Background: an optimization exercise with open tools, aiming at small area and a short achievable clock period. Do not read the settings as production practice.
RTL that was checked went through simulation tests only; none was proved equivalent to the original.
Only the layout flow was run in run 5; the RTL was not checked for function there.
Power is estimated from default activity; no workload was simulated.

==> flow/design.v <==
module pg_0 (
    input logic a,
    input logic b,
    output logic p,
    output logic g
);
assign p = a ^ b;
assign g = a & b;
endmodule
module pg_1plus (
    input logic pi_cur,
    input logic gi_cur,
    input logic pi_prev,
    input logic gi_prev,
    output logic pout,
    output logic gout
);
assign pout = pi_cur & pi_prev;
assign gout = gi_cur | (pi_cur & gi_prev);
endmodule
module ks_add #(
    parameter N = 64
)
(
    input  logic         clk,
    input  logic         rstn_,
    input  logic         en,
    input  logic [N-1:0] a,
    input  logic [N-1:0] b,
    output logic [N-1:0] out
);
    logic [5:0] c_reg;                   
    logic [5:0] c_nxt;                   
    logic [N-1:0] d;                       
    logic [N-1:0] gx, tx;                  
    logic ld, hd;                          
    assign ld = rstn_ & en;
    assign hd = rstn_ & !en;
    ks_gt #(.W(N)) u_gt (.a(a), .b(b), .g(gx), .t(tx));
    ks_chunk10_first u_chunk0 (
        .g(gx[9:0]),
        .t(tx[9:0]),
        .q(out[9:0]),
        .ld(ld),
        .hd(hd),
        .d(d[9:0]),
        .en(en),
        .cq(c_reg[0]),
        .cd(c_nxt[0])
    );
    ks_chunk9 u_chunk1 (
        .g(gx[18:10]),
        .t(tx[18:10]),
        .cin(c_reg[0]),
        .q(out[18:10]),
        .ld(ld),
        .hd(hd),
        .d(d[18:10]),
        .en(en),
        .cq(c_reg[1]),
        .cd(c_nxt[1])
    );
    ks_chunk9 u_chunk2 (
        .g(gx[27:19]),
        .t(tx[27:19]),
        .cin(c_reg[1]),
        .q(out[27:19]),
        .ld(ld),
        .hd(hd),
        .d(d[27:19]),
        .en(en),
        .cq(c_reg[2]),
        .cd(c_nxt[2])
    );
    ks_chunk9 u_chunk3 (
        .g(gx[36:28]),
        .t(tx[36:28]),
        .cin(c_reg[2]),
        .q(out[36:28]),
        .ld(ld),
        .hd(hd),
        .d(d[36:28]),
        .en(en),
        .cq(c_reg[3]),
        .cd(c_nxt[3])
    );
    ks_chunk9 u_chunk4 (
        .g(gx[45:37]),
        .t(tx[45:37]),
        .cin(c_reg[3]),
        .q(out[45:37]),
        .ld(ld),
        .hd(hd),
        .d(d[45:37]),
        .en(en),
        .cq(c_reg[4]),
        .cd(c_nxt[4])
    );
    ks_chunk9 u_chunk5 (
        .g(gx[54:46]),
        .t(tx[54:46]),
        .cin(c_reg[4]),
        .q(out[54:46]),
        .ld(ld),
        .hd(hd),
        .d(d[54:46]),
        .en(en),
        .cq(c_reg[5]),
        .cd(c_nxt[5])
    );
    ks_chunk9_last u_chunk6 (
        .g(gx[63:55]),
        .t(tx[63:55]),
        .cin(c_reg[5]),
        .q(out[63:55]),
        .ld(ld),
        .hd(hd),
        .d(d[63:55])
    );
    always_ff @(posedge clk) begin
        out <= d;
    end
    always_ff @(posedge clk) begin
        c_reg <= c_nxt;
    end
endmodule
module ks_gt #(
    parameter W = 64
)
(
    input  logic [W-1:0] a,
    input  logic [W-1:0] b,
    output logic [W-1:0] g,
    output logic [W-1:0] t
);
    assign g = ~(a & b);
    assign t = ~(a | b);
endmodule
module ks_chunk10_first #(
    parameter W = 10
)
(
    input  logic [W-1:0] g,  
    input  logic [W-1:0] t,  
    input  logic [W-1:0] q,  
    input  logic         ld,
    input  logic         hd,
    input  logic         en,
    output logic [W-1:0] d,  
    input  logic         cq,  
    output logic         cd  
);
    logic [W-1:0] g0, t0;
    assign g0 = ~g;
    assign t0 = ~t;
    logic [W-1:0] g1, t1;
    assign g1[0] = g0[0];
    assign t1[0] = t0[0];
    assign g1[1] = g0[1] | (t0[1] & g0[0]);
    assign t1[1] = t0[1] & t0[0];
    assign g1[2] = g0[2];
    assign t1[2] = t0[2];
    assign g1[3] = g0[3] | (t0[3] & g0[2]);
    assign t1[3] = t0[3] & t0[2];
    assign g1[4] = g0[4];
    assign t1[4] = t0[4];
    assign g1[5] = g0[5] | (t0[5] & g0[4]);
    assign t1[5] = t0[5] & t0[4];
    assign g1[6] = g0[6];
    assign t1[6] = t0[6];
    assign g1[7] = g0[7] | (t0[7] & g0[6]);
    assign t1[7] = t0[7] & t0[6];
    assign g1[8] = g0[8];
    assign t1[8] = t0[8];
    assign g1[9] = g0[9] | (t0[9] & g0[8]);
    assign t1[9] = t0[9] & t0[8];
    logic [W-1:0] g2, t2;
    assign g2[0] = g1[0];
    assign t2[0] = t1[0];
    assign g2[1] = g1[1];
    assign t2[1] = t1[1];
    assign g2[2] = g1[2];
    assign t2[2] = t1[2];
    assign g2[3] = g1[3] | (t1[3] & g1[1]);
    assign t2[3] = t1[3] & t1[1];
    assign g2[4] = g1[4];
    assign t2[4] = t1[4];
    assign g2[5] = g1[5];
    assign t2[5] = t1[5];
    assign g2[6] = g1[6];
    assign t2[6] = t1[6];
    assign g2[7] = g1[7] | (t1[7] & g1[5]);
    assign t2[7] = t1[7] & t1[5];
    assign g2[8] = g1[8];
    assign t2[8] = t1[8];
    assign g2[9] = g1[9];
    assign t2[9] = t1[9];
    logic [W-1:0] g3, t3;
    assign g3[0] = g2[0];
    assign t3[0] = t2[0];
    assign g3[1] = g2[1];
    assign t3[1] = t2[1];
    assign g3[2] = g2[2];
    assign t3[2] = t2[2];
    assign g3[3] = g2[3];
    assign t3[3] = t2[3];
    assign g3[4] = g2[4];
    assign t3[4] = t2[4];
    assign g3[5] = g2[5];
    assign t3[5] = t2[5];
    assign g3[6] = g2[6];
    assign t3[6] = t2[6];
    assign g3[7] = g2[7] | (t2[7] & g2[3]);
    assign t3[7] = t2[7] & t2[3];
    assign g3[8] = g2[8];
    assign t3[8] = t2[8];
    assign g3[9] = g2[9];
    assign t3[9] = t2[9];
    logic [W-1:0] g4, t4;
    assign g4[0] = g3[0];
    assign t4[0] = t3[0];
    assign g4[1] = g3[1];
    assign t4[1] = t3[1];
    assign g4[2] = g3[2];
    assign t4[2] = t3[2];
    assign g4[3] = g3[3];
    assign t4[3] = t3[3];
    assign g4[4] = g3[4];
    assign t4[4] = t3[4];
    assign g4[5] = g3[5] | (t3[5] & g3[3]);
    assign t4[5] = t3[5] & t3[3];
    assign g4[6] = g3[6];
    assign t4[6] = t3[6];
    assign g4[7] = g3[7];
    assign t4[7] = t3[7];
    assign g4[8] = g3[8];
    assign t4[8] = t3[8];
    assign g4[9] = g3[9] | (t3[9] & g3[7]);
    assign t4[9] = t3[9] & t3[7];
    logic [W-1:0] g5, t5;
    assign g5[0] = g4[0];
    assign t5[0] = t4[0];
    assign g5[1] = g4[1];
    assign t5[1] = t4[1];
    assign g5[2] = g4[2] | (t4[2] & g4[1]);
    assign t5[2] = t4[2] & t4[1];
    assign g5[3] = g4[3];
    assign t5[3] = t4[3];
    assign g5[4] = g4[4] | (t4[4] & g4[3]);
    assign t5[4] = t4[4] & t4[3];
    assign g5[5] = g4[5];
    assign t5[5] = t4[5];
    assign g5[6] = g4[6] | (t4[6] & g4[5]);
    assign t5[6] = t4[6] & t4[5];
    assign g5[7] = g4[7];
    assign t5[7] = t4[7];
    assign g5[8] = g4[8] | (t4[8] & g4[7]);
    assign t5[8] = t4[8] & t4[7];
    assign g5[9] = g4[9];
    assign t5[9] = t4[9];
    logic [W-1:0] p;                       
    assign p = t0 & ~g0;
    logic [W:0]   c;                       
    logic [W-1:0] s;
    assign c[0] = 1'b0;
    assign c[W:1] = g5;
    assign s = p ^ c[W-1:0];
    assign d = ({W{ld}} & s) | ({W{hd}} & q);
    assign cd = en ? c[W] : cq;
endmodule
module ks_chunk9 #(
    parameter W = 9
)
(
    input  logic [W-1:0] g,  
    input  logic [W-1:0] t,  
    input  logic         cin,  
    input  logic [W-1:0] q,  
    input  logic         ld,
    input  logic         hd,
    input  logic         en,
    output logic [W-1:0] d,  
    input  logic         cq,  
    output logic         cd  
);
    logic [W-1:0] g0, t0;
    assign g0 = ~g;
    assign t0 = ~t;
    logic [W-1:0] g1, t1;
    assign g1[0] = g0[0];
    assign t1[0] = t0[0];
    assign g1[1] = g0[1] | (t0[1] & g0[0]);
    assign t1[1] = t0[1] & t0[0];
    assign g1[2] = g0[2];
    assign t1[2] = t0[2];
    assign g1[3] = g0[3] | (t0[3] & g0[2]);
    assign t1[3] = t0[3] & t0[2];
    assign g1[4] = g0[4];
    assign t1[4] = t0[4];
    assign g1[5] = g0[5] | (t0[5] & g0[4]);
    assign t1[5] = t0[5] & t0[4];
    assign g1[6] = g0[6];
    assign t1[6] = t0[6];
    assign g1[7] = g0[7] | (t0[7] & g0[6]);
    assign t1[7] = t0[7] & t0[6];
    assign g1[8] = g0[8];
    assign t1[8] = t0[8];
    logic [W-1:0] g2, t2;
    assign g2[0] = g1[0];
    assign t2[0] = t1[0];
    assign g2[1] = g1[1];
    assign t2[1] = t1[1];
    assign g2[2] = g1[2];
    assign t2[2] = t1[2];
    assign g2[3] = g1[3] | (t1[3] & g1[1]);
    assign t2[3] = t1[3] & t1[1];
    assign g2[4] = g1[4];
    assign t2[4] = t1[4];
    assign g2[5] = g1[5];
    assign t2[5] = t1[5];
    assign g2[6] = g1[6];
    assign t2[6] = t1[6];
    assign g2[7] = g1[7] | (t1[7] & g1[5]);
    assign t2[7] = t1[7] & t1[5];
    assign g2[8] = g1[8];
    assign t2[8] = t1[8];
    logic [W-1:0] g3, t3;
    assign g3[0] = g2[0];
    assign t3[0] = t2[0];
    assign g3[1] = g2[1];
    assign t3[1] = t2[1];
    assign g3[2] = g2[2];
    assign t3[2] = t2[2];
    assign g3[3] = g2[3];
    assign t3[3] = t2[3];
    assign g3[4] = g2[4];
    assign t3[4] = t2[4];
    assign g3[5] = g2[5];
    assign t3[5] = t2[5];
    assign g3[6] = g2[6];
    assign t3[6] = t2[6];
    assign g3[7] = g2[7] | (t2[7] & g2[3]);
    assign t3[7] = t2[7] & t2[3];
    assign g3[8] = g2[8];
    assign t3[8] = t2[8];
    logic [W-1:0] g4, t4;
    assign g4[0] = g3[0];
    assign t4[0] = t3[0];
    assign g4[1] = g3[1];
    assign t4[1] = t3[1];
    assign g4[2] = g3[2];
    assign t4[2] = t3[2];
    assign g4[3] = g3[3];
    assign t4[3] = t3[3];
    assign g4[4] = g3[4];
    assign t4[4] = t3[4];
    assign g4[5] = g3[5] | (t3[5] & g3[3]);
    assign t4[5] = t3[5] & t3[3];
    assign g4[6] = g3[6];
    assign t4[6] = t3[6];
    assign g4[7] = g3[7];
    assign t4[7] = t3[7];
    assign g4[8] = g3[8];
    assign t4[8] = t3[8];
    logic [W-1:0] g5, t5;
    assign g5[0] = g4[0];
    assign t5[0] = t4[0];
    assign g5[1] = g4[1];
    assign t5[1] = t4[1];
    assign g5[2] = g4[2] | (t4[2] & g4[1]);
    assign t5[2] = t4[2] & t4[1];
    assign g5[3] = g4[3];
    assign t5[3] = t4[3];
    assign g5[4] = g4[4] | (t4[4] & g4[3]);
    assign t5[4] = t4[4] & t4[3];
    assign g5[5] = g4[5];
    assign t5[5] = t4[5];
    assign g5[6] = g4[6] | (t4[6] & g4[5]);
    assign t5[6] = t4[6] & t4[5];
    assign g5[7] = g4[7];
    assign t5[7] = t4[7];
    assign g5[8] = g4[8] | (t4[8] & g4[7]);
    assign t5[8] = t4[8] & t4[7];
    logic [W-1:0] p;                       
    assign p = t0 & ~g0;
    logic [W:0]   c;                       
    logic [W-1:0] s;
    assign c[0] = cin;
    assign c[W:1] = g5 | (t5 & {W{cin}});
    assign s = p ^ c[W-1:0];
    assign d = ({W{ld}} & s) | ({W{hd}} & q);
    assign cd = en ? c[W] : cq;
endmodule
module ks_chunk9_last #(
    parameter W = 9
)
(
    input  logic [W-1:0] g,  
    input  logic [W-1:0] t,  
    input  logic         cin,  
    input  logic [W-1:0] q,  
    input  logic         ld,
    input  logic         hd,
    output logic [W-1:0] d  
);
    logic [W-1:0] g0, t0;
    assign g0 = ~g;
    assign t0 = ~t;
    logic [W-1:0] g1, t1;
    assign g1[0] = g0[0];
    assign t1[0] = t0[0];
    assign g1[1] = g0[1] | (t0[1] & g0[0]);
    assign t1[1] = t0[1] & t0[0];
    assign g1[2] = g0[2];
    assign t1[2] = t0[2];
    assign g1[3] = g0[3] | (t0[3] & g0[2]);
    assign t1[3] = t0[3] & t0[2];
    assign g1[4] = g0[4];
    assign t1[4] = t0[4];
    assign g1[5] = g0[5] | (t0[5] & g0[4]);
    assign t1[5] = t0[5] & t0[4];
    assign g1[6] = g0[6];
    assign t1[6] = t0[6];
    assign g1[7] = g0[7] | (t0[7] & g0[6]);
    assign t1[7] = t0[7] & t0[6];
    assign g1[8] = g0[8];
    assign t1[8] = t0[8];
    logic [W-1:0] g2, t2;
    assign g2[0] = g1[0];
    assign t2[0] = t1[0];
    assign g2[1] = g1[1];
    assign t2[1] = t1[1];
    assign g2[2] = g1[2];
    assign t2[2] = t1[2];
    assign g2[3] = g1[3] | (t1[3] & g1[1]);
    assign t2[3] = t1[3] & t1[1];
    assign g2[4] = g1[4];
    assign t2[4] = t1[4];
    assign g2[5] = g1[5];
    assign t2[5] = t1[5];
    assign g2[6] = g1[6];
    assign t2[6] = t1[6];
    assign g2[7] = g1[7] | (t1[7] & g1[5]);
    assign t2[7] = t1[7] & t1[5];
    assign g2[8] = g1[8];
    assign t2[8] = t1[8];
    logic [W-1:0] g3, t3;
    assign g3[0] = g2[0];
    assign t3[0] = t2[0];
    assign g3[1] = g2[1];
    assign t3[1] = t2[1];
    assign g3[2] = g2[2];
    assign t3[2] = t2[2];
    assign g3[3] = g2[3];
    assign t3[3] = t2[3];
    assign g3[4] = g2[4];
    assign t3[4] = t2[4];
    assign g3[5] = g2[5];
    assign t3[5] = t2[5];
    assign g3[6] = g2[6];
    assign t3[6] = t2[6];
    assign g3[7] = g2[7] | (t2[7] & g2[3]);
    assign t3[7] = t2[7] & t2[3];
    assign g3[8] = g2[8];
    assign t3[8] = t2[8];
    logic [W-1:0] g4, t4;
    assign g4[0] = g3[0];
    assign t4[0] = t3[0];
    assign g4[1] = g3[1];
    assign t4[1] = t3[1];
    assign g4[2] = g3[2];
    assign t4[2] = t3[2];
    assign g4[3] = g3[3];
    assign t4[3] = t3[3];
    assign g4[4] = g3[4];
    assign t4[4] = t3[4];
    assign g4[5] = g3[5] | (t3[5] & g3[3]);
    assign t4[5] = t3[5] & t3[3];
    assign g4[6] = g3[6];
    assign t4[6] = t3[6];
    assign g4[7] = g3[7];
    assign t4[7] = t3[7];
    assign g4[8] = g3[8];
    assign t4[8] = t3[8];
    logic [W-1:0] g5, t5;
    assign g5[0] = g4[0];
    assign t5[0] = t4[0];
    assign g5[1] = g4[1];
    assign t5[1] = t4[1];
    assign g5[2] = g4[2] | (t4[2] & g4[1]);
    assign t5[2] = t4[2] & t4[1];
    assign g5[3] = g4[3];
    assign t5[3] = t4[3];
    assign g5[4] = g4[4] | (t4[4] & g4[3]);
    assign t5[4] = t4[4] & t4[3];
    assign g5[5] = g4[5];
    assign t5[5] = t4[5];
    assign g5[6] = g4[6] | (t4[6] & g4[5]);
    assign t5[6] = t4[6] & t4[5];
    assign g5[7] = g4[7];
    assign t5[7] = t4[7];
    assign g5[8] = g4[8] | (t4[8] & g4[7]);
    assign t5[8] = t4[8] & t4[7];
    logic [W-1:0] p;                       
    assign p = t0 & ~g0;
    logic [W:0]   c;                       
    logic [W-1:0] s;
    assign c[0] = cin;
    assign c[W:1] = g5 | (t5 & {W{cin}});
    assign s = p ^ c[W-1:0];
    assign d = ({W{ld}} & s) | ({W{hd}} & q);
endmodule
==> flow/flow/run.sh <==
#!/bin/bash
# The standard layout, except that the input and output ports get the
# smallest buffer cell instead of the one buffer_ports picks by itself.
set -euo pipefail
export BUFFER_PORTS_ARGS="-buffer_cell sky130_fd_sc_hd__buf_1"
bash standard.sh finish > standard_flow.log 2>&1
==> flow/standard.sh <==
#!/bin/bash
# synth_recipe.tcl (not shown) runs the flow's synth.tcl, then flattens the netlist and writes it again
# the make line also repeats each setting of config.mk as NAME=value (left out here)
make -C /OpenROAD-flow-scripts/flow DESIGN_CONFIG=/design/flow/config.mk WORK_HOME=/design/flow/orfs CLKGATE_MAP_FILE= SYNTH_SCRIPT=/design/flow/synth_recipe.tcl "${@:-finish}"
==> flow/config.mk <==
export PLATFORM = sky130hd
export DESIGN_NAME = ks_add
export DESIGN_NICKNAME = ks_add
export VERILOG_FILES = /design/flow/design.v
export SDC_FILE = /design/flow/constraint.sdc
export NUM_CORES = 4
export LEC_CHECK = 0
export ABC_AREA = 1
export CAP_MARGIN = 5
export CORE_MARGIN = 2
export CORE_UTILIZATION = 45
export PLACE_DENSITY = 0.7
export SETUP_SLACK_MARGIN = 0.7
export SLEW_MARGIN = 5
export SYNTH_HIERARCHICAL = 1
export SYNTH_MINIMUM_KEEP_SIZE = 0
==> flow/constraint.sdc <==
create_clock -name core_clock -period 2.0 [get_ports {clk}]
set_input_delay 0.4000 -clock core_clock [delete_from_list [all_inputs] [get_ports {clk}]]
set_output_delay 0.4000 -clock core_clock [all_outputs]
set_load 0.01 [all_outputs]
==> impl_metrics.ini, run 1 <==
[detailed_routing]
viasPerCell = 4.81
drtIter0Drc = 235
via_count = 5508
totalWireLength_um = 12100
ant_nets = 0
routedWlPerCell_um = 10.6
drtPass1Iterations = 4
post-route-drc-count = 0

[critical_path]
ff2ff_setup_slack_ns = 0.81
cpLargestDelayFamily = flip-flops
regToRegStartpoint = c_reg[1]
crit_path_max_incr_delay_ns = 0.36
cp_slowest_cell = dfxtp_1
path_class = register to output port
ff2ff_path_depth = 9
crit_chain = buf_1
critPathArrivalTime_ns = 0.85
critPathBufInv = 1
cp_max_fo = 2
cp.required_ns = 1.60
timing.rr.end = out[26]
end_kind = output port
worst_setup_path_start_kind = register

[placed_design]
place.gp.congestion = 0.869
dp_hpwl_um = 9450
io_buffers = 194
place_ws_ns = 0.398

[outcome]
status = timing/DRC/antenna clean

[timing]
skew_ns = 0.0122
post-route-period-util = 0.626
fin_tns_setup_ns = 0
worst_slew_pin_slew_ns = 0.295
final_max_slew_viol_count = 0
slew_headroom = 0.802
timing.fmax_mhz = 798
setup_viol = 0
period_needed_ns = 1.25
hold_violations = 0
setup_ws_ns = 0.747
rsz0062_at_grt = true

[power_and_ir_drop]
p_comb_frac = 0.296
swShare = 0.343
p_seq_frac = 0.431
pwr-share-clk = 0.273
power_density_mw_per_mm2 = 641
p_leak_nw = 2.72
peakVddDrop_mv = 0.259
power_switching_mw = 1.29
internal-power_mw = 2.48

[min_path]
hold_path.class = input pin to register
min_to = out[0]
min_from = a[0]
holdPathStages = 3

[die]
dieArea_mm2 = 0.0115
io_pins = 195
dieHeight_um = 107
die_w_um = 107
num_rows = 37
fp.coreArea_mm2 = 0.0103
start_util = 0.464

[global_routing]
grt_max_degree = 45
grt_pass1_vias = 4745
grt-ovfl-total = 0
groute.usage.overall = 0.211
antenna_found_initial = 0
grt_pass1_wl_um = 20000

[synthesis]
ys_seq_area_frac = 0.293
synth_cells = 806
synth_warnings = 7
synth.cell_area_mm2 = 0.00479
synth_cell_types = 28
postSynthAreaPerCell_um2 = 5.94
ys_ff_latch = 70
synth_nets = 937

[final_layout]
final_layout_size_suffix_gt1_frac = 0.100
area_growth_syn_to_layout_pct = 22.8
antenna_cells = 0
register_area_mm2 = 0.00141
final_nets = 1135
largest_reg_flops = 64
multi_input_area_mm2 = 0.00299
fillers = 1111

[clock_network]
cts_tree = built
holdBufCountCts = 0
cts_max_path_buffers = 2
clkTransAtPathRegs_ns = 0.07
clkLatencyLatePin_ns = 0.34
clock_sinks = 70
cts-root-buf = clkbuf_8
cts_max_level = 3
numCtsBuffers = 9

[job]
drv_cap = 0
routing by layer:
layer	vias to the layer above	track usage	wire length (um)	part of all wire
li1	3023	-	-	-
met1	2339	0.270	5780	0.48
met2	132	0.354	5370	0.44
met3	14	0.0401	726	0.060
met4	0	0.0761	209	0.017
met5	-	0	0	0
worst max-delay path by stage:
stage | start | slack [ns] | to | depth (start not counted)
after floorplan | b[57] | 0.70 | out[62] | 10
after global placement | b[21] | 0.43 | out[26] | 11
after detailed placement | b[21] | 0.40 | out[26] | 11
after CTS | out[21] | 0.70 | out[21] | 1
after global routing | b[22] | 0.69 | out[26] | 11
final | out[31] | 0.75 | out[31] | 1
repair_timing:
item                       4_1_cts  5_1_grt
resized for setup                1       40
pin swaps                        0        5
setup endpoints to repair        1       33
buffers inserted                 0        2
through the flow:
step | instance area (um^2) | cells | util | hold WS [ns] | total power [mW]
2_1_floorplan | 4800 | 806 | - | 0.467 | 2.40
3_3_place_gp | 5630 | 1127 | 0.546 | 0.431 | 2.73
3_5_place_dp | 5630 | 1127 | 0.546 | 0.438 | 2.74
4_1_cts | 5800 | 1142 | 0.562 | 0.324 | 3.79
5_1_grt | 5880 | 1144 | 0.569 | 0.355 | 4.06
6_report | 5880 | 1144 | 0.569 | 0.338 | 3.77
cell usage after synthesis:
| cell type | n | share of area |
|---|---|---|
| nand2_1 | 266 | 0.21 |
| a32o_1 | 7 | 0.015 |
| a21o_2 | 1 | 0.0018 |
| nand2_4 | 2 | 0.0047 |
| o21ai_1 | 11 | 0.011 |
| clkinv_1 | 1 | 0.00078 |
| a21o_1 | 5 | 0.0078 |
| a31oi_1 | 10 | 0.013 |
| o21ai_2 | 7 | 0.013 |
| nor3_1 | 7 | 0.0073 |
| buf_4 | 5 | 0.0078 |
| buf_2 | 1 | 0.0010 |
| dfxtp_1 | 70 | 0.29 |
| nand2_2 | 16 | 0.021 |
| a21oi_2 | 2 | 0.0037 |
| or3_2 | 1 | 0.0016 |
| a21oi_1 | 46 | 0.048 |
| o21a_1 | 7 | 0.011 |
| clkbuf_1 | 2 | 0.0016 |
| nand3b_1 | 6 | 0.0094 |
| nor2_1 | 101 | 0.079 |
| nand3_2 | 6 | 0.013 |
| clkbuf_8 | 6 | 0.017 |
| and2_4 | 1 | 0.0018 |
| o21ai_0 | 60 | 0.063 |
| nor2_2 | 2 | 0.0026 |
| inv_1 | 81 | 0.064 |
| nand3_1 | 76 | 0.079 |
per-module statistics from Yosys, one instance, submodules excluded, a selection:
module	cells inside	cell area, um^2	copies in the design
ks_chunk10_first	91	452	1
ks_chunk9	86	409	5
ks_add	74	1420	1
ks_chunk9_last	83	390	1
kinds of logic (layout without fill, tap and decap cells):
group | after synthesis | in the layout | share of synthesized area
and+or+nand+nor | 484 | 484 | 0.428
AOI/OAI and AO/OA | 156 | 156 | 0.187
buffers and inverters | 96 | 298 | 0.0920
DFF | 70 | 70 | 0.293
power groups by stage:
stage | Clock [mW] | Combinational (mW) | Sequential (mW)
2_1_floorplan | 0 | 0.698 | 1.70
3_3_place_gp | 0 | 1.08 | 1.65
3_5_place_dp | 0 | 1.09 | 1.65
4_1_cts | 1.08 | 1.09 | 1.62
5_1_grt | 1.13 | 1.28 | 1.64
6_report | 1.03 | 1.11 | 1.63
layout by cell type, fill, tap and decap left out:
| master | synthesis | final |
|---|---|---|
| nand2_2 | 16 | 18 |
| a31oi_1 | 10 | 10 |
| dfxtp_1 | 70 | 66 |
| o21ai_1 | 11 | 13 |
| nor2_1 | 101 | 89 |
| nor2_4 | 0 | 1 |
| nand2_4 | 2 | 2 |
| nand3b_1 | 6 | 6 |
| buf_1 | 0 | 170 |
| nor2_2 | 2 | 13 |
| a21o_2 | 1 | 1 |
| a21o_1 | 5 | 5 |
| clkinv_2 | 0 | 1 |
| buf_4 | 5 | 5 |
| nand3_1 | 76 | 76 |
| clkbuf_1 | 2 | 3 |
| a32o_1 | 7 | 7 |
| o21ai_2 | 7 | 8 |
| o21ai_0 | 60 | 57 |
| nand3_2 | 6 | 6 |
| dfxtp_2 | 0 | 4 |
| nand2_1 | 266 | 264 |
| a21oi_2 | 2 | 2 |
| o21a_1 | 7 | 7 |
| buf_12 | 0 | 2 |
| nor3_1 | 7 | 7 |
| inv_1 | 81 | 80 |
| inv_2 | 0 | 1 |
| or3_2 | 1 | 1 |
| a21oi_1 | 46 | 46 |
| and2_4 | 1 | 1 |
| clkbuf_8 | 6 | 11 |
| clkinv_1 | 1 | 1 |
| clkbuf_2 | 0 | 23 |
| buf_2 | 1 | 1 |
layout make-up:
type / count / area share
inverters: 82 / 0.0524
clock buffers: 14 / 0.0277
repair buffers: 201 / 0.142
clock inverters: 1 / 0.000852
flip-flops and latches: 70 / 0.239
multi-input cells: 640 / 0.509
well taps: 136 / 0.0290
tightest hold or removal path: cells and delay by family:
kind,cells,cell delay (ns)
buf+inv,1,0.08
compound gates,1,0.08
simple gates,1,0.07
==> inputs of run 2 (changes only) <==
--- a/flow/config.mk
+++ b/flow/config.mk
@@ -8,3 +8,3 @@
 export ABC_AREA = 1
-export CAP_MARGIN = 5
+export CAP_MARGIN = 20
 export CORE_MARGIN = 2
@@ -12,4 +12,3 @@
 export PLACE_DENSITY = 0.7
-export SETUP_SLACK_MARGIN = 0.7
-export SLEW_MARGIN = 5
+export SLEW_MARGIN = 20
 export SYNTH_HIERARCHICAL = 1
==> run 2 against run 1 <==
  * Still clean on timing, DRC and antenna
  * Sequential share of layout area grew 0.28 points
  * Area after synthesis is the same
  * Non-clock buffer count unchanged
  * Clock skew decreased by 0.0034 ns
  * Utilization is 0.85 points lower
  * Clock power about the same
  * Total power down 1.2%
  * Global-route usage shrank 0.47 points
  * First-iteration DRC count grew 33%
  * Maximum frequency fell by 4.0%
  * Critical path type is now input pin to register
==> impl_metrics.ini, run 2 <==
[final_layout]
layout_common_cells = nand2_1 (266), buf_1 (194), nor2_1 (101)
final_common_cell = nand2_1
stdcell_area_mm2 = 0.00579
fin_cells = 1144
area_growth_syn_to_layout_pct = 20.9
largest_reg_flops = 64
final_layout_size_suffix_gt1_frac = 0.0585
final_nets = 1135
antenna_cells = 0

[critical_path]
ff2ff_path_depth = 5
timing.rr.end = out[18]
cp.required_ns = 2.23
critPathArrivalTime_ns = 1.53
cp_max_fo = 5
end_kind = register
regToRegStartpoint = c_reg[0]
worst_setup_path_start_kind = input pin
ff2ff_setup_slack_ns = 0.81
path_class = input pin to register

[synthesis]
async_flop_share = 0
netlist_top_cells_count = nand2_1 (266), nor2_1 (101), inv_1 (81), nand3_1 (76), dfxtp_1 (70)
synth_edf_count = 0
ys_seq_area_frac = 0.293
yosysMostFrequentCell = nand2_1
synth.area.top_cells = dfxtp_1 (29%), nand2_1 (21%), nand3_1 (7.9%)
synth_warnings = 7
synth_cell_types = 28
synth_top_area_share = 0.293
synth.cell_area_mm2 = 0.00479
postSynthAreaPerCell_um2 = 5.94
synth_nets = 937
synth_cells = 806
ys_ff_latch = 70
yosys.area.top_type = dfxtp_1
ys.flop_type = dfxtp_1

[global_routing]
groute.usage.overall = 0.207
grt_pass1_vias = 4560
grt_max_degree = 45
antenna_found_initial = 0
grt-ovfl-total = 0
grt_pass1_wl_um = 19500

[min_path]
hold_path.class = input pin to register
min_from = b[27]
min_to = c_reg[2]
holdPathStages = 3

[power_and_ir_drop]
peakVddDrop_mv = 0.360
p_leak_nw = 2.63
power_density_mw_per_mm2 = 643

[detailed_routing]
post-route-drc-count = 0
via_count = 5477
totalWireLength_um = 12100
drtPass1Iterations = 5
ant_nets = 0
routedWlPerCell_um = 10.5
viasPerCell = 4.79
drtIter0Drc = 312

[placed_design]
placed_cells = 1129
dp_hpwl_um = 9460
io_buffers = 194
place_area_mm2 = 0.00562
place.gp.congestion = 0.869

[clock_network]
clkLatencyLatePin_ns = 0.33
ctsResizeCount = 0
holdBufCountCts = 0
cts-root-buf = clkbuf_8
numCtsBuffers = 9
cts_max_level = 3
cts_max_path_buffers = 2
cts_tree = built
clock_sinks = 70
clkTransAtPathRegs_ns = 0.08
post_cts_buffers = 0

[die]
dieArea_mm2 = 0.0115
dieHeight_um = 107
die_w_um = 107
num_rows = 37
start_util = 0.464
io_pins = 195
fp.coreArea_mm2 = 0.0103

[timing]
fin_tns_setup_ns = 0
post-route-period-util = 0.652
final_max_slew_viol_count = 0
worst_slew_pin_slew_ns = 0.370
hold_violations = 0
rsz0062_at_grt = false
period_needed_ns = 1.30
timing.fmax_mhz = 767
whs_ns = 0.349
setup_viol = 0
skew_ns = 0.00879
slew_headroom = 0.753

[job]
drv_cap = 0

[outcome]
status = timing/DRC/antenna clean
==> run 2: cell count changes in the layout (fill, tap and decap cells not counted), moves of 3 or more <==
cell | previous run | this run
o21ai_0 | 57 | 60
nor2_1 | 89 | 101
dfxtp_1 | 66 | 70
clkbuf_2 | 23 | 0
dfxtp_2 | 4 | 0
buf_1 | 170 | 194
nor2_2 | 13 | 1
==> run 2: how the worst max path moves through the flow <==
stage                        from  cells after the start       to
after floorplan             b[11]                     10  out[17]
after global placement      b[20]                     11  out[26]
after detailed placement    b[20]                     11  out[26]
after CTS                 out[52]                      1  out[52]
after global routing        b[29]                     11  out[35]
final                       b[20]                     11  out[26]
==> run 2: per-module statistics from Yosys (local to each module, per instance), excerpt <==
module	copies in the design	cells	cell area (um^2)
ks_add	1	74	1420
ks_chunk10_first	1	91	452
ks_chunk9	5	86	409
ks_chunk9_last	1	83	390
==> run 2: report_power, final <==
| part | total [mW] | internal [mW] | switching, mW | leakage [nW] |
|---|---|---|---|---|
| Clock | 1.02 | 0.480 | 0.536 | 0.0824 |
| Combinational | 1.09 | 0.407 | 0.681 | 1.97 |
| Sequential | 1.62 | 1.53 | 0.0862 | 0.580 |
| Total | 3.72 | 2.42 | 1.30 | 2.63 |
==> run 2: area by class of cell <==
type / instances / area [um^2]
Clock inverter: 3 / 21.3
Inverter: 82 / 308
Timing Repair Buffer: 201 / 793
Sequential cell: 70 / 1400
Tap cell: 136 / 170
Multi-Input combinational cell: 640 / 2950
Fill cell: 1093 / 4530
Clock buffer: 12 / 145
==> run 2: kinds of logic (layout without fill, tap and decap cells) <==
logic type,count (synthesis),count (layout),share of synthesized area
DFF,70,70,0.293
AOI/OAI and AO/OA,156,156,0.187
and+or+nand+nor,484,484,0.428
buffers and inverters,96,298,0.0920
==> run 2: stage by stage <==
| step | power [mW] | util | worst slack (ns) |
|---|---|---|---|
| floorplan | 2.39 | - | 0.660 |
| global placement | 2.72 | 0.545 | 0.402 |
| detailed placement | 2.74 | 0.545 | 0.377 |
| CTS | 3.78 | 0.561 | 0.700 |
| global route | 4.00 | 0.561 | 0.550 |
| finish | 3.72 | 0.561 | 0.696 |
==> run 2: routing by layer <==
metal	share of wire	vias up	routed length (um)	track usage
li1	-	3016	-	-
met1	0.48	2288	5790	0.267
met2	0.43	158	5200	0.343
met3	0.071	15	859	0.0426
met4	0.018	0	215	0.0696
met5	0	-	0	0
==> run 2: worst max-delay path, stage by stage <==
cell     delay (ns)
buf_1          0.08
nor2_1         0.26
nor2_1         0.11
nand3_1        0.11
nand3_2        0.14
nand2_2        0.10
nand2_1        0.05
nand2_1        0.07
nand3_1        0.07
nand3_1        0.08
nand2_1        0.05
==> inputs of run 3 (changes only) <==
--- a/flow/config.mk
+++ b/flow/config.mk
@@ -12,2 +12,3 @@
 export PLACE_DENSITY = 0.7
+export SETUP_SLACK_MARGIN = 0.66
 export SLEW_MARGIN = 20
==> run 3 against run 2 <==
  * Still clean on timing, DRC and antenna
  * Critical path depth fell by 10
  * Sequential power about the same
  * Via count shrank 0.27%
  * Routed wire length up 0.31%
  * Sequential share of layout area decreased by 0.062 points
  * Cell count unchanged
  * Die area unchanged
  * Synthesized cell count unchanged
  * Sequential cell count unchanged
==> impl_metrics.ini, run 3 <==
[outcome]
status = timing/DRC/antenna clean

[global_routing]
grt_pass1_vias = 4560
grt_max_degree = 45
grt_pass1_wl_um = 19500
antenna_found_initial = 0
grt-ovfl-total = 0
groute.usage.overall = 0.207

[clock_network]
numCtsBuffers = 9
clkLatencyLatePin_ns = 0.33
holdBufCountCts = 0
post_cts_buffers = 0
clock_sinks = 70
cts-root-buf = clkbuf_8
cts_max_level = 3
cts_max_path_buffers = 2
ctsResizeCount = 0
clkTransAtPathRegs_ns = 0.08
cts_tree = built

[final_layout]
area_growth_syn_to_layout_pct = 21.4
fillers = 1092
final_layout_size_suffix_gt1_frac = 0.0675
final_nets = 1135
multi_input_area_mm2 = 0.00297
antenna_cells = 0
final_common_cell = nand2_1
register_area_mm2 = 0.00140
largest_reg_flops = 64
layout_common_cells = nand2_1 (266), buf_1 (193), nor2_1 (94)

[timing]
fin_tns_setup_ns = 0
rsz0062_at_grt = true
whs_ns = 0.348
skew_ns = 0.00934
slew_headroom = 0.753
setup_viol = 0
worst_slew_pin_slew_ns = 0.371
hold_violations = 0
post-route-period-util = 0.643
timing.fmax_mhz = 778
period_needed_ns = 1.29
final_max_slew_viol_count = 0

[detailed_routing]
drtPass1Iterations = 5
via_count = 5462
routedWlPerCell_um = 10.6
drtIter0Drc = 300
post-route-drc-count = 0
totalWireLength_um = 12100
ant_nets = 0
viasPerCell = 4.77

[power_and_ir_drop]
power_density_mw_per_mm2 = 642
p_leak_nw = 2.64
peakVddDrop_mv = 0.362

[placed_design]
place.gp.congestion = 0.869
io_buffers = 194
dp_hpwl_um = 9460

[critical_path]
end_kind = output port
crit_chain = buf_1
cp_slowest_cell = dfxtp_1
path_class = register to output port
cp_max_fo = 2
cpLargestDelayFamily = flip-flops
crit_path_max_incr_delay_ns = 0.33
critPathBufInv = 1
cp.required_ns = 1.60
critPathArrivalTime_ns = 0.89
worst_setup_path_start_kind = register

[synthesis]
synth_nets = 937
yosys.area.top_type = dfxtp_1
ys.flop_type = dfxtp_1
synth.cell_area_mm2 = 0.00479
synth_top_area_share = 0.293
ys_ff_latch = 70
netlist_top_cells_count = nand2_1 (266), nor2_1 (101), inv_1 (81), nand3_1 (76), dfxtp_1 (70)
ys_seq_area_frac = 0.293
synth_cells = 806
synth_edf_count = 0
synth.area.top_cells = dfxtp_1 (29%), nand2_1 (21%), nand3_1 (7.9%)
yosysMostFrequentCell = nand2_1
async_flop_share = 0
synth_warnings = 7
postSynthAreaPerCell_um2 = 5.94
synth_cell_types = 28

[die]
die_w_um = 107
start_util = 0.464
io_pins = 195
fp.coreArea_mm2 = 0.0103
dieHeight_um = 107
dieArea_mm2 = 0.0115
num_rows = 37

[job]
drv_cap = 0

[min_path]
hold_path.class = input pin to register
run 3: cell counts after synthesis:
Identical to the previous run, type by type.
run 3: worst register-to-register path, stage by stage, from the launching register on:
cell and delay (ns):
dfxtp_1 0.44, nand3_1 0.12, nand3_2 0.13, nand2_2 0.07
nand2_1 0.06, nand2_1 0.06, nand2_1 0.06, nand2_1 0.04
nand3_1 0.06, nand2_1 0.05
run 3: path summary, 6_finish.rpt:
kind                               start  endpoint  slack, ns  depth (start not counted)
worst max-delay path             out[21]   out[21]       0.71                          1
worst min-delay path               b[27]  c_reg[2]       0.35                          3
worst max register to register  c_reg[4]   out[53]       0.83                          9
worst min register to register   out[61]   out[61]       0.45                          2
run 3: routing by layer:
metal / track usage / share of wire
met5: 0 / 0
met4: 0.0696 / 0.019
met1: 0.267 / 0.48
met2: 0.343 / 0.43
met3: 0.0426 / 0.064
run 3: cells by family after synthesis:
group,share of synthesized area
compound gates,0.187
buf+inv,0.0920
flops,0.293
simple gates,0.428
run 3: through the flow:
stage          power [mW]  instances   util  setup WS (ns)  area [um^2]
6_report             3.73       1144  0.563          0.714         5810
5_1_grt              4.01       1144  0.563          0.651         5810
4_1_cts              3.78       1144  0.561          0.700         5790
3_5_place_dp         2.74       1129  0.545          0.377         5620
3_3_place_gp         2.72       1129  0.545          0.402         5620
2_1_floorplan        2.39        806      -          0.660         4790
run 3: power breakdown:
group          internal [mW]  switching [mW]
clock network          0.480           0.537
registers               1.53          0.0867
logic                  0.409           0.684
total                   2.42            1.31
run 3: area by class of cell:
cell class / instances / area share
inverter: 82 / 0.0530
sequential: 70 / 0.241
timing repair buffer: 201 / 0.137
multi-input combinational: 640 / 0.511
tap: 136 / 0.0293
clock buffer: 12 / 0.0250
clock inverter: 3 / 0.00366
run 3: modules after synthesis, one instance, submodules excluded, a selection:
| module | cell area (um^2) | flops+latches |
|---|---|---|
| ks_chunk10_first | 452 | 0 |
| ks_chunk9 | 409 | 0 |
| ks_chunk9_last | 390 | 0 |
| ks_add | 1420 | 70 |
==> inputs of run 4 (changes only) <==
--- a/flow/config.mk
+++ b/flow/config.mk
@@ -12,3 +12,3 @@
 export PLACE_DENSITY = 0.7
-export SETUP_SLACK_MARGIN = 0.66
+export SETUP_SLACK_MARGIN = 0.7
 export SLEW_MARGIN = 20
==> run 4 against run 3 <==
  * Register-to-register slack lost 0.02 ns
  * Critical path depth is the same
  * Via count grew 0.84%
  * Count of clock-buffer cells in the layout grew 2
  * Non-clock buffer count is the same
  * Cell count is the same
  * Die area is the same
  * Combinational power is essentially flat
  * Sequential share of layout area shrank 0.21 points
  * Largest power group unchanged
  * Critical endpoint is now out[31]
  * Still clean on timing, DRC and antenna
==> impl_metrics.ini, run 4 <==
[final_layout]
multi_input_area_mm2 = 0.00299
largest_reg_flops = 64
final_layout_size_suffix_gt1_frac = 0.100
final_nets = 1135
antenna_cells = 0
area_growth_syn_to_layout_pct = 22.8
layout_common_cells = nand2_1 (264), buf_1 (170), nor2_1 (89)
final_common_cell = nand2_1
register_area_mm2 = 0.00141
fillers = 1111

[placed_design]
place.gp.congestion = 0.869
io_buffers = 194
dp_hpwl_um = 9450

[die]
die_w_um = 107
io_pins = 195
dieHeight_um = 107
start_util = 0.464
fp.coreArea_mm2 = 0.0103
dieArea_mm2 = 0.0115
num_rows = 37

[detailed_routing]
drtPass1Iterations = 4
totalWireLength_um = 12100
via_count = 5508
drtIter0Drc = 235
post-route-drc-count = 0
routedWlPerCell_um = 10.6
viasPerCell = 4.81
ant_nets = 0

[critical_path]
ff2ff_setup_slack_ns = 0.81
cp_slowest_cell = dfxtp_1
worst_setup_path_start_kind = register
critPathArrivalTime_ns = 0.85
cpLargestDelayFamily = flip-flops
path_class = register to output port
critPathLaunch = out[31]
ff2ff_path_depth = 9
timing.rr.end = out[26]
crit_end = out[31]
end_kind = output port
regToRegStartpoint = c_reg[1]
worst-path-stages = 1
crit_chain = buf_1
crit_path_max_incr_delay_ns = 0.36
critPathBufInv = 1
cp_max_fo = 2
cp.required_ns = 1.60

[job]
drv_cap = 0

[clock_network]
holdBufCountCts = 0
cts_max_level = 3
cts_tree = built
cts_max_path_buffers = 2
clkLatencyLatePin_ns = 0.34
clkTransAtPathRegs_ns = 0.07
cts-root-buf = clkbuf_8
clock_sinks = 70
numCtsBuffers = 9

[min_path]
hold_path.class = input pin to register

[timing]
setup_viol = 0
skew_ns = 0.0122
whs_ns = 0.338
final_max_slew_viol_count = 0
fin_tns_setup_ns = 0
worst_slew_pin_slew_ns = 0.295
rsz0062_at_grt = true
post-route-period-util = 0.626
period_needed_ns = 1.25
slew_headroom = 0.802
timing.fmax_mhz = 798
hold_violations = 0

[global_routing]
grt_max_degree = 45
groute.usage.overall = 0.211
grt_pass1_wl_um = 20000
grt_pass1_vias = 4745
grt-ovfl-total = 0
antenna_found_initial = 0

[outcome]
status = timing/DRC/antenna clean

[synthesis]
synth_cell_types = 28
synthMuxAreaShare = 0
synth_warnings = 7
synth_edf_count = 0
synth-simple-area-share = 0.428
synth_cells = 806
synth.cell_area_mm2 = 0.00479
yosys.area.top_type = dfxtp_1
yosys.area_share.xor_xnor = 0
synth_top_family_by_area = simple AND/OR/NAND/NOR gates
ys_ff_latch = 70
synth_fa_ha_area_frac = 0
synth_nets = 937
netlist_top_cells_count = nand2_1 (266), nor2_1 (101), inv_1 (81), nand3_1 (76), dfxtp_1 (70)
ys_seq_area_frac = 0.293
async_flop_share = 0
synth.area.top_cells = dfxtp_1 (29%), nand2_1 (21%), nand3_1 (7.9%)
synth_top_area_share = 0.293
ys.flop_type = dfxtp_1
postSynthAreaPerCell_um2 = 5.94
yosysMostFrequentCell = nand2_1
synth-compound-area-share = 0.187

[power_and_ir_drop]
p_leak_nw = 2.72
peakVddDrop_mv = 0.259
power_density_mw_per_mm2 = 641
-- run 4: cell families (layout without fill, tap and decap cells) --
logic type             count (synthesis)  count (layout)
buffers and inverters                 96             298
and+or+nand+nor                      484             484
DFF                                   70              70
AOI/OAI and AO/OA                    156             156
-- run 4: how the worst min path moves through the flow --
| stage | start | cells after the start | to | slack [ns] |
|---|---|---|---|---|
| floorplan | out[61] | 2 | out[61] | 0.47 |
| global placement | out[61] | 2 | out[61] | 0.43 |
| detailed placement | out[62] | 2 | out[62] | 0.44 |
| CTS | a[0] | 3 | out[0] | 0.32 |
| global route | b[36] | 3 | c_reg[3] | 0.36 |
| finish | a[0] | 3 | out[0] | 0.34 |
-- run 4: Yosys stat by module (local to each module, per instance), a selection --
module | area (um^2) | flops+latches | times used
ks_add | 1420 | 70 | 1
ks_chunk10_first | 452 | 0 | 1
ks_chunk9 | 409 | 0 | 5
ks_chunk9_last | 390 | 0 | 1
-- run 4: where the power goes --
group	switching, mW	internal [mW]
Sequential	0.0905	1.54
Clock	0.517	0.512
Combinational	0.686	0.428
Total	1.29	2.48
-- run 4: final cells by class --
class / instances / area share
multi-input cells: 640 / 0.509
flip-flops and latches: 70 / 0.239
repair buffers: 201 / 0.142
inverters: 82 / 0.0524
well taps: 136 / 0.0290
clock buffers: 14 / 0.0277
clock inverters: 1 / 0.000852
-- run 4: repair_timing --
| item | in CTS | in global routing |
|---|---|---|
| endpoints found under the hold margin | 0 | 0 |
| setup buffers | 0 | 2 |
| gates cloned | 0 | 0 |
| gates resized for setup | 1 | 40 |
| pin swaps | 0 | 5 |
| endpoints found under the setup margin | 1 | 33 |
-- run 4: metal layers --
metal	wire (um)	track usage	vias up
met5	0	0	-
met4	209	0.0761	0
met3	726	0.0401	14
met2	5370	0.354	132
met1	5780	0.270	2339
li1	-	-	3023
-- run 4: per-stage QoR --
stage                     utilization  power [mW]  instances  cell area (um^2)  setup WS, ns
after floorplan                     -        2.40        806              4800         0.702
after global placement          0.546        2.73       1127              5630         0.433
after detailed placement        0.546        2.74       1127              5630         0.398
after CTS                       0.562        3.79       1142              5800         0.703
after global routing            0.569        4.06       1144              5880         0.687
final                           0.569        3.77       1144              5880         0.747
==> inputs of run 5 (changes only) <==
--- a/flow/design.v
+++ b/flow/design.v
@@ -35,15 +35,10 @@
     logic [N-1:0] gx, tx;                  
-    logic ld, hd;                          
-    assign ld = rstn_ & en;
-    assign hd = rstn_ & !en;
     ks_gt #(.W(N)) u_gt (.a(a), .b(b), .g(gx), .t(tx));
-    ks_chunk10_first u_chunk0 (
-        .g(gx[9:0]),
-        .t(tx[9:0]),
-        .q(out[9:0]),
-        .ld(ld),
-        .hd(hd),
-        .d(d[9:0]),
+    ks_chunk9_first u_chunk0 (
+        .g(gx[8:0]),
+        .t(tx[8:0]),
+        .q(out[8:0]),
         .en(en),
-        .cq(c_reg[0]),
+        .rstn(rstn_),
+        .d(d[8:0]),
         .cd(c_nxt[0])
@@ -51,11 +46,9 @@
     ks_chunk9 u_chunk1 (
-        .g(gx[18:10]),
-        .t(tx[18:10]),
+        .g(gx[17:9]),
+        .t(tx[17:9]),
         .cin(c_reg[0]),
-        .q(out[18:10]),
-        .ld(ld),
-        .hd(hd),
-        .d(d[18:10]),
+        .q(out[17:9]),
         .en(en),
-        .cq(c_reg[1]),
+        .rstn(rstn_),
+        .d(d[17:9]),
         .cd(c_nxt[1])
@@ -63,11 +56,9 @@
     ks_chunk9 u_chunk2 (
-        .g(gx[27:19]),
-        .t(tx[27:19]),
+        .g(gx[26:18]),
+        .t(tx[26:18]),
         .cin(c_reg[1]),
-        .q(out[27:19]),
-        .ld(ld),
-        .hd(hd),
-        .d(d[27:19]),
+        .q(out[26:18]),
         .en(en),
-        .cq(c_reg[2]),
+        .rstn(rstn_),
+        .d(d[26:18]),
         .cd(c_nxt[2])
@@ -75,11 +66,9 @@
     ks_chunk9 u_chunk3 (
-        .g(gx[36:28]),
-        .t(tx[36:28]),
+        .g(gx[35:27]),
+        .t(tx[35:27]),
         .cin(c_reg[2]),
-        .q(out[36:28]),
-        .ld(ld),
-        .hd(hd),
-        .d(d[36:28]),
+        .q(out[35:27]),
         .en(en),
-        .cq(c_reg[3]),
+        .rstn(rstn_),
+        .d(d[35:27]),
         .cd(c_nxt[3])
@@ -87,11 +76,9 @@
     ks_chunk9 u_chunk4 (
-        .g(gx[45:37]),
-        .t(tx[45:37]),
+        .g(gx[44:36]),
+        .t(tx[44:36]),
         .cin(c_reg[3]),
-        .q(out[45:37]),
-        .ld(ld),
-        .hd(hd),
-        .d(d[45:37]),
+        .q(out[44:36]),
         .en(en),
-        .cq(c_reg[4]),
+        .rstn(rstn_),
+        .d(d[44:36]),
         .cd(c_nxt[4])
@@ -99,21 +86,19 @@
     ks_chunk9 u_chunk5 (
-        .g(gx[54:46]),
-        .t(tx[54:46]),
+        .g(gx[53:45]),
+        .t(tx[53:45]),
         .cin(c_reg[4]),
-        .q(out[54:46]),
-        .ld(ld),
-        .hd(hd),
-        .d(d[54:46]),
+        .q(out[53:45]),
         .en(en),
-        .cq(c_reg[5]),
+        .rstn(rstn_),
+        .d(d[53:45]),
         .cd(c_nxt[5])
     );
-    ks_chunk9_last u_chunk6 (
-        .g(gx[63:55]),
-        .t(tx[63:55]),
+    ks_chunk10_last u_chunk6 (
+        .g(gx[63:54]),
+        .t(tx[63:54]),
         .cin(c_reg[5]),
-        .q(out[63:55]),
-        .ld(ld),
-        .hd(hd),
-        .d(d[63:55])
+        .q(out[63:54]),
+        .en(en),
+        .rstn(rstn_),
+        .d(d[63:54])
     );
@@ -123,3 +108,5 @@
     always_ff @(posedge clk) begin
-        c_reg <= c_nxt;
+        if (en) begin
+            c_reg <= c_nxt;
+        end
     end
@@ -138,4 +125,4 @@
 endmodule
-module ks_chunk10_first #(
-    parameter W = 10
+module ks_chunk9_first #(
+    parameter W = 9
 )
@@ -145,7 +132,5 @@
     input  logic [W-1:0] q,  
-    input  logic         ld,
-    input  logic         hd,
     input  logic         en,
+    input  logic         rstn,
     output logic [W-1:0] d,  
-    input  logic         cq,  
     output logic         cd  
@@ -174,4 +159,2 @@
     assign t1[8] = t0[8];
-    assign g1[9] = g0[9] | (t0[9] & g0[8]);
-    assign t1[9] = t0[9] & t0[8];
     logic [W-1:0] g2, t2;
@@ -195,4 +178,2 @@
     assign t2[8] = t1[8];
-    assign g2[9] = g1[9];
-    assign t2[9] = t1[9];
     logic [W-1:0] g3, t3;
@@ -216,4 +197,2 @@
     assign t3[8] = t2[8];
-    assign g3[9] = g2[9];
-    assign t3[9] = t2[9];
     logic [W-1:0] g4, t4;
@@ -237,4 +216,2 @@
     assign t4[8] = t3[8];
-    assign g4[9] = g3[9] | (t3[9] & g3[7]);
-    assign t4[9] = t3[9] & t3[7];
     logic [W-1:0] g5, t5;
@@ -258,4 +235,2 @@
     assign t5[8] = t4[8] & t4[7];
-    assign g5[9] = g4[9];
-    assign t5[9] = t4[9];
     logic [W-1:0] p;                       
@@ -267,4 +242,4 @@
     assign s = p ^ c[W-1:0];
-    assign d = ({W{ld}} & s) | ({W{hd}} & q);
-    assign cd = en ? c[W] : cq;
+    assign d = !rstn ? '0 : (en ? s : q);
+    assign cd = c[W];
 endmodule
@@ -278,7 +253,5 @@
     input  logic [W-1:0] q,  
-    input  logic         ld,
-    input  logic         hd,
     input  logic         en,
+    input  logic         rstn,
     output logic [W-1:0] d,  
-    input  logic         cq,  
     output logic         cd  
@@ -390,7 +363,7 @@
     assign s = p ^ c[W-1:0];
-    assign d = ({W{ld}} & s) | ({W{hd}} & q);
-    assign cd = en ? c[W] : cq;
+    assign d = !rstn ? '0 : (en ? s : q);
+    assign cd = c[W];
 endmodule
-module ks_chunk9_last #(
-    parameter W = 9
+module ks_chunk10_last #(
+    parameter W = 10
 )
@@ -401,4 +374,4 @@
     input  logic [W-1:0] q,  
-    input  logic         ld,
-    input  logic         hd,
+    input  logic         en,
+    input  logic         rstn,
     output logic [W-1:0] d  
@@ -427,2 +400,4 @@
     assign t1[8] = t0[8];
+    assign g1[9] = g0[9] | (t0[9] & g0[8]);
+    assign t1[9] = t0[9] & t0[8];
     logic [W-1:0] g2, t2;
@@ -446,2 +421,4 @@
     assign t2[8] = t1[8];
+    assign g2[9] = g1[9];
+    assign t2[9] = t1[9];
     logic [W-1:0] g3, t3;
@@ -465,2 +442,4 @@
     assign t3[8] = t2[8];
+    assign g3[9] = g2[9];
+    assign t3[9] = t2[9];
     logic [W-1:0] g4, t4;
@@ -484,2 +463,4 @@
     assign t4[8] = t3[8];
+    assign g4[9] = g3[9] | (t3[9] & g3[7]);
+    assign t4[9] = t3[9] & t3[7];
     logic [W-1:0] g5, t5;
@@ -503,2 +484,4 @@
     assign t5[8] = t4[8] & t4[7];
+    assign g5[9] = g4[9];
+    assign t5[9] = t4[9];
     logic [W-1:0] p;                       
@@ -510,3 +493,3 @@
     assign s = p ^ c[W-1:0];
-    assign d = ({W{ld}} & s) | ({W{hd}} & q);
+    assign d = !rstn ? '0 : (en ? s : q);
 endmodule
--- a/flow/config.mk
+++ b/flow/config.mk
@@ -10,5 +10,3 @@
 export CORE_MARGIN = 2
-export CORE_UTILIZATION = 45
-export PLACE_DENSITY = 0.7
-export SETUP_SLACK_MARGIN = 0.7
+export CORE_UTILIZATION = 40
 export SLEW_MARGIN = 20
==> run 5 against run 4 <==
  * Still clean on timing, DRC and antenna
  * Sequential cell count unchanged
  * Register-to-register slack lost 0.12 ns
  * Setup slack worse by 0.060 ns
  * Highest routed layer unchanged
==> impl_metrics.ini, run 5 <==
[critical_path]
worst_setup_path_start_kind = register
end_kind = register
path_class = register to register
cp.required_ns = 2.23
critPathArrivalTime_ns = 1.55
cp_max_fo = 4

[clock_network]
clkTransAtPathRegs_ns = 0.05
cts_max_path_buffers = 2
ctsResizeCount = 0
numCtsBuffers = 9
cts-root-buf = clkbuf_16
cts_tree = built
cts_max_level = 3
clock_sinks = 70
clkLatencyLatePin_ns = 0.33
post_cts_buffers = 0
holdBufCountCts = 0

[final_layout]
largest_reg_flops = 64
final_layout_size_suffix_gt1_frac = 0.0627
antenna_cells = 0
final_common_cell = nor2_1
final_nets = 1194
layout_common_cells = nor2_1 (206), nand2_1 (193), buf_1 (192)
area_growth_syn_to_layout_pct = 24.0
final_util = 0.502
fillers = 1375

[outcome]
status = timing/DRC/antenna clean

[timing]
slew_headroom = 0.753
worst_slew_pin_slew_ns = 0.371
setup_ws_ns = 0.688
hold_violations = 0
skew_ns = 0.00397
fin_tns_setup_ns = 0
final_max_slew_viol_count = 0
post-route-period-util = 0.656
whs_ns = 0.400
rsz0062_at_grt = false
period_needed_ns = 1.31
timing.fmax_mhz = 762
setup_viol = 0

[synthesis]
synth_nets = 997
synth.area.top_cells = dfxtp_1 (25%), nor2_1 (15%), nand2_1 (14%)
synth_warnings = 7
ys_seq_area_frac = 0.289
netlist_top_cells_count = nor2_1 (206), nand2_1 (193), inv_1 (146), dfxtp_1 (64), o21ai_0 (39)
synth_cell_types = 25
ys.flop_type = dfxtp_1
yosys.area.top_type = dfxtp_1
synth_cells = 866
yosysMostFrequentCell = nor2_1
ys_ff_latch = 70
synth.cell_area_mm2 = 0.00505
synth_top_area_share = 0.254
synth_edf_count = 6
postSynthAreaPerCell_um2 = 5.83
async_flop_share = 0

[die]
io_pins = 195
num_rows = 41
dieHeight_um = 116
die_w_um = 116
start_util = 0.405
fp.coreArea_mm2 = 0.0125
dieArea_mm2 = 0.0135

[global_routing]
grt-ovfl-total = 0
grt_pass1_wl_um = 20000
grt_max_degree = 48
antenna_found_initial = 0
groute.usage.overall = 0.182
grt_pass1_vias = 4797

[detailed_routing]
via_count = 5456
routedWlPerCell_um = 9.64
post-route-drc-count = 0
drtPass1Iterations = 5
drtIter0Drc = 203
ant_nets = 0
viasPerCell = 4.40
totalWireLength_um = 12000

[power_and_ir_drop]
pwr-share-clk = 0.337
swShare = 0.321
power_density_mw_per_mm2 = 676
internal-power_mw = 2.88
p_comb_frac = 0.278
p_seq_frac = 0.385
power_switching_mw = 1.36
peakVddDrop_mv = 0.350
p_leak_nw = 3.35

[placed_design]
place.gp.congestion = 0.798
io_buffers = 194
dp_hpwl_um = 9620
place_ws_ns = 0.361

[job]
drv_cap = 0

[min_path]
hold_path.class = input pin to register
## run 5: final timing paths
path                               start       end  slack, ns  cells past startpoint
worst max-delay path            c_reg[2]   out[34]       0.69                     10
worst min register to register    out[0]    out[0]       0.47                      2
worst min-delay path               a[26]  c_reg[2]       0.40                      3
worst max register to register  c_reg[2]   out[34]       0.69                     10
## run 5: Yosys stat by module, one instance, submodules excluded, excerpt
module,flops+latches,times used,cells
ks_add,70,1,70
ks_chunk10_last,0,1,98
ks_chunk9,0,5,97
ks_chunk9_first,0,1,85
## run 5: critical path: stages (launching register included)
cell      delay, ns
edfxtp_1       0.47
nand3_1        0.14
nand3_2        0.14
nand2_2        0.09
nand2_2        0.06
nand2_2        0.06
nand2_1        0.05
nand2_1        0.05
nand3_1        0.06
nand2_1        0.06
inv_1          0.03
## run 5: final cells by class
cell class / count / area, um^2 / area share
sequential: 70 / 1460 / 0.233
timing repair buffer: 199 / 796 / 0.127
multi-input combinational: 636 / 2970 / 0.475
tap: 172 / 215 / 0.0344
clock inverter: 2 / 10.0 / 0.00160
clock buffer: 14 / 254 / 0.0406
inverter: 147 / 552 / 0.0881
## run 5: routing by layer
metal,up-vias,part of all wire,track usage
met5,-,0,0
met4,0,0.024,0.0794
met3,20,0.063,0.0431
met2,134,0.43,0.298
met1,2250,0.48,0.229
li1,3052,-,-
## run 5: cell families after synthesis
logic type      count (synthesis)  share of synthesized area
buf+inv                       160                      0.122
flops                          70                      0.289
compound gates                126                      0.138
xor+xnor                       38                     0.0659
simple gates                  472                      0.384
## run 5: through the flow
| step | total power [mW] | cell area (um^2) | std cells |
|---|---|---|---|
| floorplan | 2.47 | 5050 | 866 |
| global placement | 2.84 | 6000 | 1224 |
| detailed placement | 2.85 | 6000 | 1224 |
| CTS | 4.31 | 6260 | 1240 |
| global route | 4.56 | 6260 | 1240 |
| finish | 4.23 | 6260 | 1240 |
## run 5: power groups by stage
stage               logic (mW)  clock network (mW)  registers, mW
detailed placement        1.19                   0           1.66
global placement          1.18                   0           1.66
floorplan                0.772                   0           1.70
finish                    1.18                1.43           1.63
CTS                       1.19                1.48           1.63
global route              1.38                1.54           1.65

separate check: timing with driven ports:
Ports are ideal in the flow. The routed layouts listed here were re-timed in OpenROAD.
Step 1 sets driving cells, clkbuf_16 on the clock port and buf_2 on the other inputs (assumed; they add their load-dependent delay and slew).
Step 2, shift: input delay + t, output delay - t, t = (earliest + latest rising clock arrival at the registers) / 2. This alone moves slack from input paths to output paths.
a / b / c = no drivers / after step 1 / after step 2; a / b = the first two.
| run | shift t [ns] | setup WS [ns] | hold WS [ns] | worst setup path at the end | worst slew at a driven data input, ns |
|---|---|---|---|---|---|
| run 1 | 0.367 | 0.747 / 0.716 / 0.446 | 0.338 / 0.326 / 0.450 | input to register | 0.06 |
| run 2 | 0.357 | 0.696 / 0.688 / 0.352 | 0.349 / 0.337 / 0.447 | input to register | 0.05 |
| run 3 | 0.358 | 0.714 / 0.682 / 0.420 | 0.348 / 0.337 / 0.447 | input to register | 0.05 |
| run 4 | 0.367 | 0.747 / 0.716 / 0.446 | 0.338 / 0.326 / 0.450 | input to register | 0.06 |
| run 5 | 0.366 | 0.688 / 0.688 / 0.346 | 0.400 / 0.385 / 0.471 | input to register | 0.06 |
After both steps every run listed still meets setup and hold. The setup slack of run 2, which loses most, moves by -0.008 ns with the drivers and by -0.344 ns with both steps.
